Background: an optimization exercise with open tools, aiming at small area, a short achievable clock period and few clock cycles. Do not read the settings as production practice. No run shown here included a check of the RTL's function; only the layout flow was run. Power figures rest on the tool's default switching activity, not on a simulated workload.

==> flow/design.v (outline; a module is shown in full before it is edited, if it fits) <==
// module MatrixMultUnit: 230 lines
// module mmu_mac: 2266 lines
// module mmu_fa: 4 lines
// module mmu_han: 4 lines
module MatrixMultUnit(
  input  wire reset_n,
  input  wire clk,
  input  wire dut_valid,
  output wire dut_ready,
  output wire        dut__tb__sram_input_write_enable,
  output wire [15:0] dut__tb__sram_input_write_address,
  output wire [31:0] dut__tb__sram_input_write_data,
  output wire [15:0] dut__tb__sram_input_read_address,
  input  wire [31:0] tb__dut__sram_input_read_data,
  output wire        dut__tb__sram_weight_write_enable,
  output wire [15:0] dut__tb__sram_weight_write_address,
  output wire [31:0] dut__tb__sram_weight_write_data,
  output wire [15:0] dut__tb__sram_weight_read_address,
  input  wire [31:0] tb__dut__sram_weight_read_data,
  output wire        dut__tb__sram_result_write_enable,
  output wire [15:0] dut__tb__sram_result_write_address,
  output wire [31:0] dut__tb__sram_result_write_data,
  output wire [15:0] dut__tb__sram_result_read_address,
  input  wire [31:0] tb__dut__sram_result_read_data,
  output wire        dut__tb__sram_scratchpad_write_enable,
  output wire [15:0] dut__tb__sram_scratchpad_write_address,
  output wire [31:0] dut__tb__sram_scratchpad_write_data,
  output wire [15:0] dut__tb__sram_scratchpad_read_address,
  input  wire [31:0] tb__dut__sram_scratchpad_read_data
);
  // ...
==> flow/flow/run.sh <==
#!/bin/bash
# The standard layout, with timing repair aiming at 7.0 ns of setup slack.
set -euo pipefail
bash standard.sh SETUP_SLACK_MARGIN=7.0 finish > standard_flow.log 2>&1
==> flow/standard.sh <==
#!/bin/bash
# synth_recipe.tcl (not shown) runs the flow's synth.tcl, then flattens the netlist and writes it again
# the make line also repeats each setting of config.mk as NAME=value (left out here)
make -C /OpenROAD-flow-scripts/flow DESIGN_CONFIG=/design/flow/config.mk WORK_HOME=/design/flow/orfs CLKGATE_MAP_FILE= SYNTH_SCRIPT=/design/flow/synth_recipe.tcl "${@:-finish}"
==> flow/config.mk <==
export PLATFORM = sky130hd
export DESIGN_NAME = MatrixMultUnit
export DESIGN_NICKNAME = MatrixMultUnit
export VERILOG_FILES = /design/flow/design.v
export SDC_FILE = /design/flow/constraint.sdc
export NUM_CORES = 4
export LEC_CHECK = 0
export ABC_CLOCK_PERIOD_IN_PS = 3000
export CAP_MARGIN = 20
export CORE_MARGIN = 2
export CORE_UTILIZATION = 40
export SLEW_MARGIN = 20
export SYNTH_HIERARCHICAL = 1
==> flow/constraint.sdc <==
create_clock -name core_clock -period 10.0 [get_ports {clk}]
set_input_delay 2.0000 -clock core_clock [delete_from_list [all_inputs] [get_ports {clk}]]
set_output_delay 2.0000 -clock core_clock [all_outputs]
set_load 0.01 [all_outputs]
==> flow_summary.rst, run 1 <==
.. list-table::
   :header-rows: 1

   * - Metric
     - Value
   * - P_leak
     - 15.8 nW
   * - Highest ir drop seen on vdd
     - 0.246 mV
   * - Number of cells produced by synthesis
     - 3020
   * - Maximum number of pins on one net before global-route repair
     - 63
   * - Top cell type's share of synthesized area
     - 28.4%
   * - Sum of buffers and inverters on the critical path
     - 2
   * - Share of cell area taken by flip-flops and latches
     - 27.6%
   * - IO Count
     - 392
   * - Cells along the critical path
     - buf_12 -> buf_6
   * - Uppermost signal routing layer after detailed routing
     - met4
   * - Post-synthesis share of cell area spent on and, or, nand and nor gates
     - 12.5%
   * - Worst setup timing slack at the placement stage
     - 6190 ps
   * - Most common cell after layout, fill and taps aside
     - nand2_1
   * - Clk_skew
     - 21.2 ps
   * - Switch Pwr
     - 0.00463 W
   * - Number of buffers between clock root and the deepest sink
     - 3
   * - Aggregate routed wire length
     - 91400 um
   * - Share of the final layout cell area in multi-input gates
     - 50.5%
   * - Placed Instance Area
     - 34300 um^2
   * - Dominant cell by count in the synthesized netlist
     - nand2_1
   * - Die X
     - 285 um
   * - Comb group
     - 0.00684 W
   * - Endpoint kind of the worst setup timing path
     - output pin
   * - Global-route wire length before repair
     - 138000 um
   * - Power Dens Cells
     - 310 nW/um^2
   * - Leading cell category by total area
     - multi-input gates
   * - Cell-internal power
     - 0.00733 W
   * - Setup slack on the worst flop-to-flop path
     - 6770 ps
   * - Total Negative Setup Slacks
     - 0 ps
   * - Clock tree from TritonCTS
     - built
   * - Post-synthesis share of cell area spent on full adders, half adders and majority gates
     - 32.4%
   * - Count of plain and timing-repair buffers in the layout
     - 449
   * - Share of post-route cells with drive strength above 1
     - 20.8%
   * - Category of cells accounting for the largest share of critical-path delay
     - flip-flops
   * - Data arrival time of the critical path
     - 1340 ps
   * - Number of sequential storage elements
     - 469
   * - Status
     - no timing/DRC/antenna violations
   * - Hold endpoint
     - first3
   * - Clock net sink count
     - 469
==> inputs of run 2 (changes only) <==
==> flow/flow/run.sh (replaced) <==
#!/bin/bash
# The standard layout, with timing repair aiming at 6.8 ns of setup slack.
set -euo pipefail
bash standard.sh SETUP_SLACK_MARGIN=6.8 finish > standard_flow.log 2>&1
==> run 2 against run 1 <==
  * Critical path type is now flop to flop
  * Clock skew rose by 18 ps
  * Sequential share of layout area grew 0.91 points
  * Routed wire length fell by 3.2%
  * Clock power is 7% lower
  * Cell count decreased by 1.0%
  * Via count is 1.3% lower
  * Setup slack worse by 7.9 ps
  * Synthesized cell count stayed put
  * Sequential power decreased by 1%
  * Maximum frequency is 0.24% lower
  * Still clean
  * Die area stayed put
  * Register-to-register slack lost 120 ps
==> flow_summary.rst, run 2 <==
.. list-table::
   :header-rows: 1

   * - Metric
     - Value
   * - Status
     - no timing/DRC/antenna violations
   * - Share of power burned in combinational logic
     - 55.9%
   * - Number of levels the H-tree was split into
     - 2
   * - Clock tree from TritonCTS
     - built
   * - Number of buffers between clock root and the deepest sink
     - 3 (unchanged)
   * - Number of buffers added by the clock tree synthesis step
     - 51
   * - IO Count
     - 392 (unchanged)
   * - Data arrival time of the critical path
     - 3840 ps (+2500 ps)
   * - Die X
     - 285 um (unchanged)
   * - Worst Hold Launch
     - first1
   * - Portion of total power attributed to sequential cells
     - 26.3%
   * - Master cell of the clock root buffer
     - clkbuf_16
   * - Critical Setup Path Class
     - flop to flop
   * - Full die area
     - 81100 um^2
   * - Required time of the worst setup path
     - 10490 ps
   * - Most common library cells after synthesis
     - nand2_1 (638), fa_1 (447), dfxtp_1 (364), inv_1 (214), buf_4 (193)
   * - Average cell area after synthesis
     - 10.4 um^2
   * - Dominant cell by count in the synthesized netlist
     - nand2_1
   * - Number of vias after detailed routing
     - 21900
   * - Count of cell types in the netlist
     - 84
   * - Routability cong.
     - 0.883
   * - Global-route congestion overflow total
     - 0
   * - Number of hold buffers added after cts
     - 0
   * - Predominant post-synthesis flop cell
     - dfxtp_1
   * - Setup slack on the worst flop-to-flop path
     - 6650 ps (-120 ps)
   * - Critical path launch point type
     - flop
   * - Worst Setup SP
     - first4
   * - Unrepaired setup endpoints after global routing
     - yes
   * - Number of cells produced by synthesis
     - 3020 (unchanged)
   * - Number of filler cells placed in the layout
     - 7194
   * - Type of the tightest min-delay check
     - flop to flop
   * - Post-DRT Antenna Nets
     - 0
   * - Clock latency on the worst-skew pair
     - 620 ps
   * - Depth of the worst register-to-register path
     - 13
   * - Total Negative Setup Slacks
     - 0 ps (unchanged)
   * - Number of antenna violations at the first check in global routing
     - 3
   * - Cell area after technology mapping
     - 31500 um^2
   * - Top cell type's share of synthesized area
     - 28.4% (unchanged)
   * - CTS clk-pin slew, worst paths
     - 60 ps
   * - Storage element area
     - 10600 um^2
   * - Number of buffers inserted by port buffering
     - 265
   * - Die H
     - 285 um
   * - Power Dens Cells
     - 302 nW/um^2 (-2.5%)
   * - Clk_skew
     - 39.2 ps (+18.0 ps)
   * - Post-detailed-route wirelength per cell
     - 20.4 um
   * - Part of the total power dissipated in the clock network
     - 17.8%
   * - Async set-or-reset flop fraction in the synthesized netlist
     - 1.92%
   * - Capturing instance or port of the critical path
     - u_mac.acc[19]
   * - Cell-internal power
     - 0.00673 W (-8.2%)
   * - Number of endpoints with negative hold slack in the final report
     - 0
   * - Headroom to the max-slew limit
     - 21.5%
   * - Most used cells in the layout excluding fill and tap cells
     - nand2_1 (635), fa_1 (444), dfxtp_1 (294), inv_1 (210), clkdlybuf4s50_1 (130)
   * - Initial detailed-routing violation count
     - 1677
   * - Worst reg2reg path endpoint
     - u_mac.acc[19]
   * - Via count of the first global-routing pass
     - 23500
   * - Maximum number of pins on one net before global-route repair
     - 63 (unchanged)
   * - Via count normalized by instance count
     - 5.05
   * - Yosys top cell by area
     - fa_1
   * - Number of flops mapped to enable cells by yosys
     - 96
   * - Non-Filler Instances
     - 4343
   * - Top cells by area, synth
     - fa_1 (28%), dfxtp_1 (23%), edfxtp_1 (9.1%)
   * - HPWL after DPL
     - 61000 um
   * - Number of max-slew violations in the final report
     - 0
   * - Placed cell count
     - 4142
   * - P_leak
     - 15.2 nW (-3.6%)
   * - Area added between synthesis and finish
     - 17.3%
   * - Clock net sink count
     - 469 (unchanged)
   * - Initial Utilization
     - 40.6%
   * - Switch Pwr
     - 0.00445 W (-3.8%)
   * - DRC violations left
     - 0
   * - Multi-input gate area in the final layout
     - 19300 um^2
   * - Worst-Margin Slew
     - 1170 ps
   * - Flops & latches, synth
     - 469
   * - Beginning of the worst register-to-register path
     - first4
   * - Endpoint kind of the worst setup timing path
     - flop
   * - Core Area
     - 77700 um^2
   * - Share of post-route cells with drive strength above 1
     - 18.3% (-2.5 points)
   * - Final worst path period share
     - 33.5%
   * - Yosys warning count
     - 8
   * - Cell Rows
     - 102
   * - Max Clock Freq
     - 0.299 GHz
   * - Max-cap violations
     - 0
   * - Final layout net count
     - 3940
   * - Switching power share of the total
     - 39.8%
   * - Number of iterations in the first detailed-routing pass
     - 7
   * - Max FO, Critical Path
     - 7
   * - Global-route wire length before repair
     - 136000 um (-0.88%)
   * - Highest ir drop seen on vdd
     - 0.239 mV (-2.7%)
   * - Most common cell after layout, fill and taps aside
     - nand2_1
   * - Sequential fraction of the synthesis area
     - 33.0%
   * - Clock period minus worst slack
     - 3350 ps
   * - # setup viols final
     - 0
   * - Aggregate routed wire length
     - 88500 um (-3.2%)
   * - Combined global-route utilization of all metal layers
     - 21.9%
## run 2: cell counts after synthesis
No cell type changed its count.
## run 2: per-stage QoR
stage	cell area [um^2]	total power (W)	hold slack [ps]	util [%]	worst slack (ps)
after floorplan	32000	0.00674	310	-	6800
after global placement	34200	0.00833	313	44.0	6390
after detailed placement	34200	0.00843	312	44.0	6320
after CTS	36600	0.0109	326	47.1	6660
after global routing	37000	0.0121	334	47.6	6540
final	37000	0.0112	325	47.6	6650
## run 2: critical path, cell delays in order, from the launching register on
cell and delay (ps):
dfxtp_4 380, buf_12 130, buf_16 140, nor2b_4 110, fa_1 460, ha_4 190, or4_4 540, o221ai_4 200
a31oi_1 130, o21ai_1 250, a21boi_2 110, buf_4 140, buf_4 120, a311o_1 330
## run 2: cell families (layout without fill, tap and decap cells)
kind of cell	Yosys count	in the layout	share of synthesized area [%]
and+or+nand+nor	932	932	12.5
buffers and inverters	560	717	9.00
adders and majority gates	549	549	32.4
DFF	469	469	33.0
AOI/OAI and AO/OA	264	264	5.65
xor gates and xnor gates	166	166	4.61
muxes	79	79	2.79
other	1	127	0.0119
## run 2: per-module statistics from Yosys, one instance, submodules excluded
| module | cells inside | cell area [um^2] | copies in the design |
|---|---|---|---|
| MatrixMultUnit | 1149 | 11600 | 1 |
| mmu_fa | 1 | 20.0 | 406 |
| mmu_han | 5 | 27.5 | 29 |
| mmu_mac | 1320 | 11000 | 1 |
## run 2: how the worst min path moves through the flow
stage | end | slack [ps] | cells after the start
after floorplan | first2 | 310 | 0
after global placement | u_mac.ps_n[0] | 310 | 0
after detailed placement | first2 | 310 | 0
after CTS | first2 | 330 | 0
after global routing | u_mac.ps_n[0] | 330 | 0
final | first2 | 330 | 0
## run 2: metal layers
metal	global-route usage, %	part of all wire [%]	vias to the layer above
met1	28.8	42	11000
li1	-	-	9770
met5	0	0.015	-
met4	8.08	3.5	2
met3	4.54	7.6	195
met2	35.8	47	970
## run 2: what timing repair did
item,4_1_cts,5_1_grt
resized for setup,686,76
cloned,2,0
endpoints found under the setup margin,194,125
setup buffers,83,20
pin swaps,38,36
## run 2: power groups by stage
stage | registers, W | clock network [W] | logic, W
after detailed placement | 0.00301 | 0 | 0.00543
after global placement | 0.00300 | 0 | 0.00533
after floorplan | 0.00286 | 0 | 0.00387
final | 0.00294 | 0.00198 | 0.00625
after CTS | 0.00295 | 0.00203 | 0.00592
after global routing | 0.00300 | 0.00210 | 0.00696
## run 2: final cells by class
cell class,instances,share of cell area (%)
multi-input combinational,2116,52.1
sequential,469,28.5
timing repair buffer,406,8.84
clock buffer,66,3.88
tap,1040,3.52
inverter,216,2.20
clock inverter,29,0.924
antenna,1,0.00677

-- port drivers added, routing unchanged --
No port has a modelled driver above. Below, the same layouts with a new extraction and two added sets of constraints. Step 1 sets driving cells, clkbuf_16 on the clock port and buf_2 on the other inputs (assumed; they add their load-dependent delay and slew). Step 2 moves the port delays by t, midway between the first and last clock arrival at a register: inputs arrive t later, outputs are due t later. That takes back most of the time a late clock gives input paths. Slacks: ideal / step 1 / step 2; pairs: ideal / step 1.
| run | t, ns | setup WS [ns] | worst data-port slew with drivers (ns) | cell pins on the clock port's net |
|---|---|---|---|---|
| run 1 | 0.667 | 6.662 / 6.605 / 6.770 | 0.06 | 1 |
| run 2 | 0.665 | 6.654 / 6.611 / 6.654 | 0.06 | 1 |
After both steps setup and hold are still met in every run listed.
